From an optimization exercise on the open Yosys and OpenROAD flow, aimed at small area, a short achievable clock period and few clock cycles; shortcuts taken in it are not production practice. RTL that was checked went through simulation tests only; none was proved equivalent to the original. Power figures rest on the tool's default switching activity, not on a simulated workload.

## RISC_V_Pipeline
module RISC_V_Pipeline(clk, rst, imem_addr, imem_rdata, dmem_addr, dmem_wdata, dmem_we, dmem_rdata);
Size: ~160 I/O pins, ~60,000 um2 of cells after synthesis.
==> flow/config.mk <==
export PLATFORM = sky130hd
export DESIGN_NAME = RISC_V_Pipeline
export DESIGN_NICKNAME = RISC_V_Pipeline
export VERILOG_FILES = /design/flow/design.v
export SDC_FILE = /design/flow/constraint.sdc
export NUM_CORES = 4
export LEC_CHECK = 0
export CAP_MARGIN = 20
export CORE_MARGIN = 2
export CORE_UTILIZATION = 45
export CTS_CLUSTER_DIAMETER = 70
export CTS_CLUSTER_SIZE = 26
export PLACE_DENSITY = 0.62
export SETUP_SLACK_MARGIN = 5
export SLEW_MARGIN = 20
export SYNTH_HIERARCHICAL = 1
==> flow/constraint.sdc <==
create_clock -name core_clock -period 11.0 [get_ports {clk}]
set_input_delay 2.2000 -clock core_clock [delete_from_list [all_inputs] [get_ports {clk}]]
set_output_delay 2.2000 -clock core_clock [all_outputs]
set_load 0.01 [all_outputs]
standard.sh (not shown) runs the stock make flow with config.mk's settings and CLKGATE_MAP_FILE= SYNTH_SCRIPT=/design/flow/synth_recipe.tcl, a recipe that flattens the netlist after the stock synthesis.
==> flow/flow/run.sh <==
#!/bin/bash
set -euo pipefail
ARGS=(SETUP_SLACK_MARGIN=7 'BUFFER_PORTS_ARGS=-buffer_cell sky130_fd_sc_hd__buf_2')
bash standard.sh "${ARGS[@]}" synth > synth.log 2>&1
SYNTH_ODB=orfs/results/$FLOW_PLATFORM/RISC_V_Pipeline/base/1_synth.odb openroad -no_init -exit flow/downsize.tcl > downsize.log 2>&1
bash standard.sh "${ARGS[@]}" finish > standard.log 2>&1
==> flow/flow/downsize.tcl <==
# Set every combinational cell of the synthesized netlist to its drive
# strength 1 (where the library has one); placement and timing repair then
# size up only the cells that need it. Flip-flops are left as synthesized.
read_db $::env(SYNTH_ODB)
set db [ord::get_db]
set n 0
foreach inst [[ord::get_db_block] getInsts] {
    set name [[$inst getMaster] getName]
    if {[regexp {^sky130_fd_sc_hd__([a-z0-9]+)_([0-9]+)$} $name -> base drv]} {
        if {$drv > 1 && ![regexp {^(df|edf|sdf|dl|conb|tap|fill|decap|clk)} $base]} {
            set m [$db findMaster "sky130_fd_sc_hd__${base}_1"]
            if {$m ne "NULL"} {
                $inst swapMaster $m
                incr n
            }
        }
    }
}
puts "downsized $n cells"
write_db $::env(SYNTH_ODB)
==> next run, changes <==
--- a/flow/design.v
+++ b/flow/design.v
@@ -192,34 +192,33 @@
     wire [31:0] sum;
     wire nCout, eqB;
     generate
         for (j = 0; j < 32; j = j + 1) begin : opm
             G_MUX2I m(.a0(vOp[j]), .a1(uOp[j]), .s(b[j]), .y(nOpAdd[j]));
         end
     endgenerate
     KSAdder #(32) adder(.x(a), .ny(nOpAdd), .cin(xCin), .s(sum), .ncout(nCout), .eq(eqB));
     wire [31:0] opB = (xImm | xAddNI) ? imm : b;
-    wire ltu = nCout;
-    wire lts = (a[31] ^ opB[31]) ? a[31] : ltu;
-    wire [31:0] resOther = ({32{rSlt}} & {31'd0, lts}) |
-                         ({32{rSltu}} & {31'd0, ltu}) |
-                         ({32{rXor}} & (a ^ opB)) |
+    wire sgnDiff = a[31] ^ opB[31];
+    wire [31:0] resOther = ({32{rXor}} & (a ^ opB)) |
                          ({32{rOr}} & (a | opB)) |
                          ({32{rAnd}} & (a & opB)) |
                          ({32{rLui}} & immU) |
                          ({32{rLink}} & altX);
     wire [31:0] result;
     generate
-        for (j = 0; j < 32; j = j + 1) begin : rs
+        for (j = 1; j < 32; j = j + 1) begin : rs
             G_AO21 m(.a(sum[j]), .b(rSum), .c(resOther[j]), .y(result[j]));
         end
     endgenerate
-    wire sgnDiff = a[31] ^ opB[31];
+    wire res0Base = (rSum & sum[0]) | resOther[0] | (rSlt & sgnDiff & a[31]);
+    wire res0IfC = res0Base | (rSlt & ~sgnDiff) | rSltu;    
+    G_MUX2 mr0(.a0(res0Base), .a1(res0IfC), .s(nCout), .y(result[0]));
     wire ltIfC = sgnDiff ? (a[31] ? xLt : xGe) : xLt;     
     wire ltIfNC = sgnDiff ? (a[31] ? xLt : xGe) : xGe;    
     wire tEq = eqB ? xEq : xNe;
     wire redirIfC = vX & (xJalr | tEq | ltIfC);
     wire redirIfNC = vX & (xJalr | tEq | ltIfNC);
     wire rdrNext;
     wire [3:0] rdrONext;
     G_MUX2I rda(.a0(~redirIfNC), .a1(~redirIfC), .s(nCout), .y(rdrNext));
     generate
The new run completed with no timing, DRC or antenna violations.
Flip-flop and latch count does not change.
Core utilization went down by 0.69 points.
Hold slack gets better by 0.051 ns.
Synthesized area stays flat.
Total power went down by 2.3%.
Die area is about the same.
Non-clock buffer count went down by 26.
Combinational power went down by about 6%.
Setup slack gets worse by 0.021 ns.
Register-to-register slack gets worse by 0.02 ns.
Via count hardly moves.
Design area went down by 1.3%.
Testbench counts after the change, summed over its fixed seeds: cycles 19,810.
Function not checked in the first run of this note: the RTL went through the layout flow alone.

[re-timing with driven ports]
The results above use ideal ports. As a check the final layouts listed here were re-extracted and re-timed, cells and wires unchanged.
Step 1: set_driving_cell puts a clkbuf_16 on clk and a buf_2 on each other input, an assumption about the parent block.
Step 2 moves the port delays by t, midway between the first and last clock arrival at a register: inputs arrive t later, outputs are due t later. That takes back most of the time a late clock gives input paths.
Slacks: ideal ports / drivers / drivers and shift; pairs: ideal ports / drivers.
run	t, ns	setup slack, ns	clock arrival spread, ns	worst data-port slew with drivers (ns)	cell pins on the clock port's net
the first run	0.808	6.930 / 6.862 / 6.175	0.046 / 0.046	0.19	1
the second run	0.793	6.909 / 6.909 / 6.212	0.046 / 0.047	0.19	1
After both steps every run listed still meets setup and hold. For the first run, which loses most, drivers alone change the setup slack by -0.068 ns; drivers and shift together by -0.755 ns.
